Source: an optimization exercise on an open RTL-to-GDS flow (aim: small area, a short achievable clock period and few clock cycles). Production flows keep margins and buffers that such runs may drop.
At most, simulation tests tie the RTL to the original design; equivalence was not proved.
Power is estimated from default activity; no workload was simulated.

## zinc
==> flow/design.v (excerpt) <==
module LBP ( clk, reset, gray_addr, gray_req, gray_data, lbp_addr, lbp_write, lbp_data, finish);
Size: roughly 140 flip-flops, about 0.0038 sq mm of cells after synthesis.
make LEC_CHECK=0 CAP_MARGIN=20 CORE_MARGIN=2 CORE_UTILIZATION=55 CTS_BUF_LIST=sky130_fd_sc_hd__clkbuf_4 CTS_CLUSTER_DIAMETER=60 CTS_CLUSTER_SIZE=30 SETUP_SLACK_MARGIN=2.2 SLEW_MARGIN=20 finish   # period 4.0 ns
run.sh (not shown) runs the stock make flow with config.mk's settings and CLKGATE_MAP_FILE= SYNTH_SCRIPT=/design/flow/synth_recipe.tcl, a recipe that flattens the netlist after the stock synthesis.
--- input diff zinc..lagoon ---
==> flow/flow/run.sh (new file) <==
#!/bin/bash
# The standard layout, with plain buf_2 cells as the port buffers instead of
# the slow delay cells buffer_ports picks by default.
set -euo pipefail
export BUFFER_PORTS_ARGS="-buffer_cell sky130_fd_sc_hd__buf_2"
bash standard.sh > standard.log 2>&1
==> flow/standard.sh (new file) <==
#!/bin/bash
# synth_recipe.tcl (not shown) runs the flow's synth.tcl, then flattens the netlist and writes it again
# the make line also repeats each setting of config.mk as NAME=value (left out here)
make -C /OpenROAD-flow-scripts/flow DESIGN_CONFIG=/design/flow/config.mk WORK_HOME=/design/flow/orfs CLKGATE_MAP_FILE= SYNTH_SCRIPT=/design/flow/synth_recipe.tcl "${@:-finish}"
==> flow/config.mk <==
export PLATFORM = sky130hd
export DESIGN_NAME = LBP
export DESIGN_NICKNAME = LBP
export VERILOG_FILES = /design/flow/design.v
export SDC_FILE = /design/flow/constraint.sdc
export NUM_CORES = 4
export LEC_CHECK = 0
export CAP_MARGIN = 20
export CORE_MARGIN = 2
export CORE_UTILIZATION = 55
export CTS_BUF_LIST = sky130_fd_sc_hd__clkbuf_8 sky130_fd_sc_hd__clkbuf_4
export CTS_CLUSTER_DIAMETER = 100
export CTS_CLUSTER_SIZE = 40
export SETUP_SLACK_MARGIN = 2.2
export SLEW_MARGIN = 20
removed: flow/run.sh
--- outcome ---
The lower cell count along the critical path of lagoon and zinc is in lagoon. Changes observed in lagoon relative to zinc: period utilization lower; worst-skew pair later-pin latency lower; share of the core filled with cells in the final layout lower; detailed-routed wire length on met3 higher.
Inputs modified between lagoon and garnet:
==> flow/flow/run.sh <==
#!/bin/bash
# The standard layout, with plain buf_4 cells as the port buffers instead of
# the slow delay cells buffer_ports picks by default.
set -euo pipefail
export BUFFER_PORTS_ARGS="-buffer_cell sky130_fd_sc_hd__buf_4"
bash standard.sh > standard.log 2>&1
Results
Relative to lagoon, garnet degrades power.
Between lagoon and garnet, the flow reports number of global-route vias before repair increasing by a few percent.
Compared with lagoon, garnet shows a higher total clock network power.
Routed wire length on met3 in garnet vs lagoon: up about 1%
Delta (garnet minus lagoon): core utilization saw an increase; clock skew saw little to no change.
Ratio of routed vias to standard cells: lower on lagoon
Summary: routed wire length, garnet worse than lagoon
The following lists how nickel was set up differently from garnet:
==> flow/flow/run.sh <==
#!/bin/bash
# The standard layout, with plain buf_2 cells as the port buffers instead of
# the slow delay cells buffer_ports picks by default.
set -euo pipefail
export BUFFER_PORTS_ARGS="-buffer_cell sky130_fd_sc_hd__buf_2"
bash standard.sh > standard.log 2>&1
-- flow/config.mk --
<<< garnet, line 12
export CTS_CLUSTER_DIAMETER = 100
export CTS_CLUSTER_SIZE = 40
export SETUP_SLACK_MARGIN = 2.2
export SLEW_MARGIN = 20
>>> nickel, line 12
export CTS_CLUSTER_DIAMETER = 100
export CTS_CLUSTER_SIZE = 40
export SETUP_SLACK_MARGIN = 2.5
export SLEW_MARGIN = 20
--- outcome ---
Minimum hold slack essentially unchanged between garnet and nickel.
[nickel vs garnet] average wire per standard cell: lower in nickel
Summary of the comparison: post-route cell area is lower in nickel, relative to garnet.
Compared with garnet, in nickel post-synthesis sequential area ratio about even; total power shows a reduction of 49 uW; count of plain and timing-repair buffers did not really move; number of nets in the final layout held.
Clock group share of total power, nickel and garnet: higher on garnet
On met2 wirelength from detailed routing: nickel sits below garnet.
Sequential share of power in nickel vs garnet: up 0.9 points
[inputs] onyx vs nickel
-- flow/config.mk --
<<< nickel, line 12
export CTS_CLUSTER_DIAMETER = 100
export CTS_CLUSTER_SIZE = 40
export SETUP_SLACK_MARGIN = 2.5
export SLEW_MARGIN = 20
>>> onyx, line 12
export CTS_CLUSTER_DIAMETER = 100
export CTS_CLUSTER_SIZE = 40
export SETUP_SLACK_MARGIN = 2.35
export SLEW_MARGIN = 20
==> summary.txt <==
On number of enable flip-flop cells after synthesis, onyx tracks nickel almost exactly. On onyx: DRC marker count from the first detailed-route iteration is 10 higher than what nickel gave. Taking nickel as the reference, in onyx worst setup slack went down, number of nets in the final layout was more or less identical, multiplexer share of the synthesized area ~0 delta.
No run of this note included a check of the RTL's function; only the layout flow was run.

LBP, a different RTL version from the one above (not shown whole).
Size: about 290 cells after synthesis, about 33 I/O pins, roughly 0.0039 mm^2 of cells after synthesis.
Settings: LEC_CHECK=0, CAP_MARGIN=20, CORE_MARGIN=2, CORE_UTILIZATION=55, CTS_BUF_LIST=sky130_fd_sc_hd__clkbuf_16, CTS_CLUSTER_DIAMETER=200, CTS_CLUSTER_SIZE=100, SETUP_SLACK_MARGIN=2.2, SLEW_MARGIN=20; clock period 4.0 ns.
Stock flow here: none of the scripts above is used.
Testbench counts at the start, summed over its fixed seeds: cycles 4,160.
Then changed:
--- a/flow/config.mk
+++ b/flow/config.mk
@@ -10,5 +10,5 @@
-export CORE_UTILIZATION = 55
-export CTS_BUF_LIST = sky130_fd_sc_hd__clkbuf_16
-export CTS_CLUSTER_DIAMETER = 200
-export CTS_CLUSTER_SIZE = 100
-export SETUP_SLACK_MARGIN = 2.2
+export CORE_UTILIZATION = 70
+export CTS_BUF_LIST = sky130_fd_sc_hd__clkbuf_8 sky130_fd_sc_hd__clkbuf_4
+export CTS_CLUSTER_DIAMETER = 100
+export CTS_CLUSTER_SIZE = 40
+export SETUP_SLACK_MARGIN = 2.5
The new run produced a clean layout.
First-iteration DRC count is higher to 4.8 times its value.
Cell area rose by 5.7%.
Clock-buffer cell count stays the same.
Then changed:
--- a/flow/config.mk
+++ b/flow/config.mk
@@ -11,3 +11,3 @@
-export CTS_BUF_LIST = sky130_fd_sc_hd__clkbuf_8 sky130_fd_sc_hd__clkbuf_4
-export CTS_CLUSTER_DIAMETER = 100
-export CTS_CLUSTER_SIZE = 40
+export CTS_BUF_LIST = sky130_fd_sc_hd__clkbuf_16
+export CTS_CLUSTER_DIAMETER = 200
+export CTS_CLUSTER_SIZE = 100
Effect:
- Now the flow ended with an error in global routing (5_1_grt) with DPL-0038
- synthesized cell count does not change
- synthesized area stays the same
Then changed:
--- a/flow/config.mk
+++ b/flow/config.mk
@@ -10,5 +10 @@
-export CORE_UTILIZATION = 70
-export CTS_BUF_LIST = sky130_fd_sc_hd__clkbuf_16
-export CTS_CLUSTER_DIAMETER = 200
-export CTS_CLUSTER_SIZE = 100
-export SETUP_SLACK_MARGIN = 2.5
+export CORE_UTILIZATION = 40
- This time the run finished with timing, DRC and antenna clean
- synthesized area is unchanged
- synthesized cell count does not change

oak:
The RTL this note starts from:
==> flow/design.v <==
`timescale 1ns/10ps
module LBP ( clk, reset, gray_addr, gray_req, gray_data, lbp_addr, lbp_write, lbp_data, finish);
input   	clk;
input   	reset;
output  [5:0] 	gray_addr;
output        	gray_req;
input   	[7:0] 	gray_data;
output reg [5:0] 	lbp_addr;
output reg 		lbp_write;
output reg [7:0] 	lbp_data;
output  	finish;
reg [6:0] cnt;
wire [2:0] r = cnt[5:3];
wire [2:0] c = cnt[2:0];
assign gray_addr = cnt[5:0];
assign gray_req  = 1'b1;
assign finish    = cnt[6];
always @(posedge clk or posedge reset)
begin
	if (reset) cnt <= 7'd0;
	else if (!cnt[6]) cnt <= cnt + 7'd1;
end
reg [7:0] s1, s2, s3, s4, s5, s6, s7, s8, s9;
wire [7:0] n = gray_data;     
wire [7:0] a = s9;            
wire [7:0] b = s8;            
wire [7:0] cc = s7;           
wire [7:0] d = s1;            
always @(posedge clk)
begin
	s1 <= n; s2 <= s1; s3 <= s2; s4 <= s3; s5 <= s4;
	s6 <= s5; s7 <= s6; s8 <= s7; s9 <= s8;
end
reg [3:0] l0_1, l0_2, l0_3, l0_4, l0_5, l0_6, l0_7, l0_8, l0_9;
reg [7:0] l4;
reg [1:0] l5;
reg       l6;
always @(posedge clk)
begin
	l0_1 <= {d >= n, cc >= n, b >= n, a >= n};
	l0_2 <= l0_1; l0_3 <= l0_2; l0_4 <= l0_3; l0_5 <= l0_4;
	l0_6 <= l0_5; l0_7 <= l0_6; l0_8 <= l0_7; l0_9 <= l0_8;
	l4 <= {l4[6:0], n >= d};
	l5 <= {l5[0], n >= cc};
	l6 <= n >= b;
	lbp_data <= {n >= a, l6, l5[1], l4[7], l0_9};
	lbp_addr <= {r - 3'd1, c - 3'd1};
end
always @(posedge clk or posedge reset)
begin
	if (reset) lbp_write <= 1'b0;
	else lbp_write <= !cnt[6] && (r >= 3'd2) && (c >= 3'd2);
end
endmodule
==> flow/config.mk <==
export PLATFORM = sky130hd
export DESIGN_NAME = LBP
export DESIGN_NICKNAME = LBP
export VERILOG_FILES = /design/flow/design.v
export SDC_FILE = /design/flow/constraint.sdc
export NUM_CORES = 4
export LEC_CHECK = 0
export ABC_AREA = 1
export CAP_MARGIN = 20
export CORE_MARGIN = 2
export CORE_UTILIZATION = 55
export CTS_BUF_LIST = sky130_fd_sc_hd__clkbuf_8 sky130_fd_sc_hd__clkbuf_4
export CTS_CLUSTER_DIAMETER = 100
export CTS_CLUSTER_SIZE = 40
export SETUP_SLACK_MARGIN = 2.2
export SLEW_MARGIN = 20
==> flow/constraint.sdc <==
create_clock -name core_clock -period 4.0 [get_ports {clk}]
set_input_delay 0.8000 -clock core_clock [delete_from_list [all_inputs] [get_ports {clk}]]
set_output_delay 0.8000 -clock core_clock [all_outputs]
set_load 0.01 [all_outputs]
oak reached the final stage; the timing, design-rule and antenna checks on its layout passed.
Testbench counts of oak, summed over its fixed seeds: cycles 4,160.
diff inputs: oak => pine
Settings: ABC_AREA: 1 -> unset.
==> summary.txt <==
- pine went all the way through the flow, and no timing, DRC or antenna check failed.
- On storage element area, pine and oak are basically level.
- In pine, power share of the sequential group is lower than in oak.
- The run with more routed wire is oak, not pine.
- Lower non-clock buffer count among pine and oak: pine
- Where total design power is concerned, oak is better than pine.
- Diff oak -> pine | cell internal power dissipation | increase of about 3.4%
- Post-route met1 wirelength, pine and oak: lower on pine
- Going from oak to pine, number of DRC violations after detailed-routing iteration 0 moved up, netlist area before placement saw a decrease.
- The final critical-path share of the clock period on oak is in line with that on pine.

## afterwards: timing with drivers on the ports
The flow's constraints put no driver on any port. The routed layouts listed below were extracted and timed again, unchanged, in two steps. Step 1: set_driving_cell puts a clkbuf_16 on clk and a buf_2 on each other input, an assumption about the parent block. Step 2, shift: input delay + t, output delay - t, t = (earliest + latest rising clock arrival at the registers) / 2. This alone moves slack from input paths to output paths. Three values: ideal, step 1, step 2; two values: the first two.
run	shift t [ns]	setup WS [ns]	worst hold slack (ns)	worst register clock-pin slew, ns	worst data-port slew with drivers (ns)
zinc	0.507	2.127 / 2.126 / 1.625	0.326 / 0.326 / 0.326	0.11 / 0.11	0.03
lagoon	0.458	2.219 / 2.188 / 2.030	0.278 / 0.270 / 0.324	0.09 / 0.09	0.03
garnet	0.454	2.238 / 2.209 / 2.022	0.290 / 0.284 / 0.322	0.08 / 0.08	0.03
nickel	0.441	2.253 / 2.224 / 2.119	0.290 / 0.281 / 0.321	0.08 / 0.08	0.03
onyx	0.453	2.239 / 2.208 / 2.062	0.285 / 0.273 / 0.322	0.08 / 0.08	0.03
the first run of note 2	0.438	2.238 / 2.200 / 1.858	0.325 / 0.325 / 0.325	0.06 / 0.06	0.03
the second run of note 2	0.479	2.198 / 2.164 / 1.861	0.330 / 0.330 / 0.330	0.10 / 0.10	0.07
the fourth run of note 2	0.534	1.607 / 1.577 / 1.585	0.320 / 0.320 / 0.320	0.06 / 0.06	0.03
oak	0.445	2.239 / 2.208 / 1.907	0.314 / 0.314 / 0.314	0.08 / 0.08	0.03
pine	0.443	2.244 / 2.214 / 1.825	0.328 / 0.328 / 0.328	0.08 / 0.08	0.03
After both steps setup and hold are still met in every run listed. For zinc, which loses most, drivers alone change the setup slack by -0.001 ns; drivers and shift together by -0.502 ns.
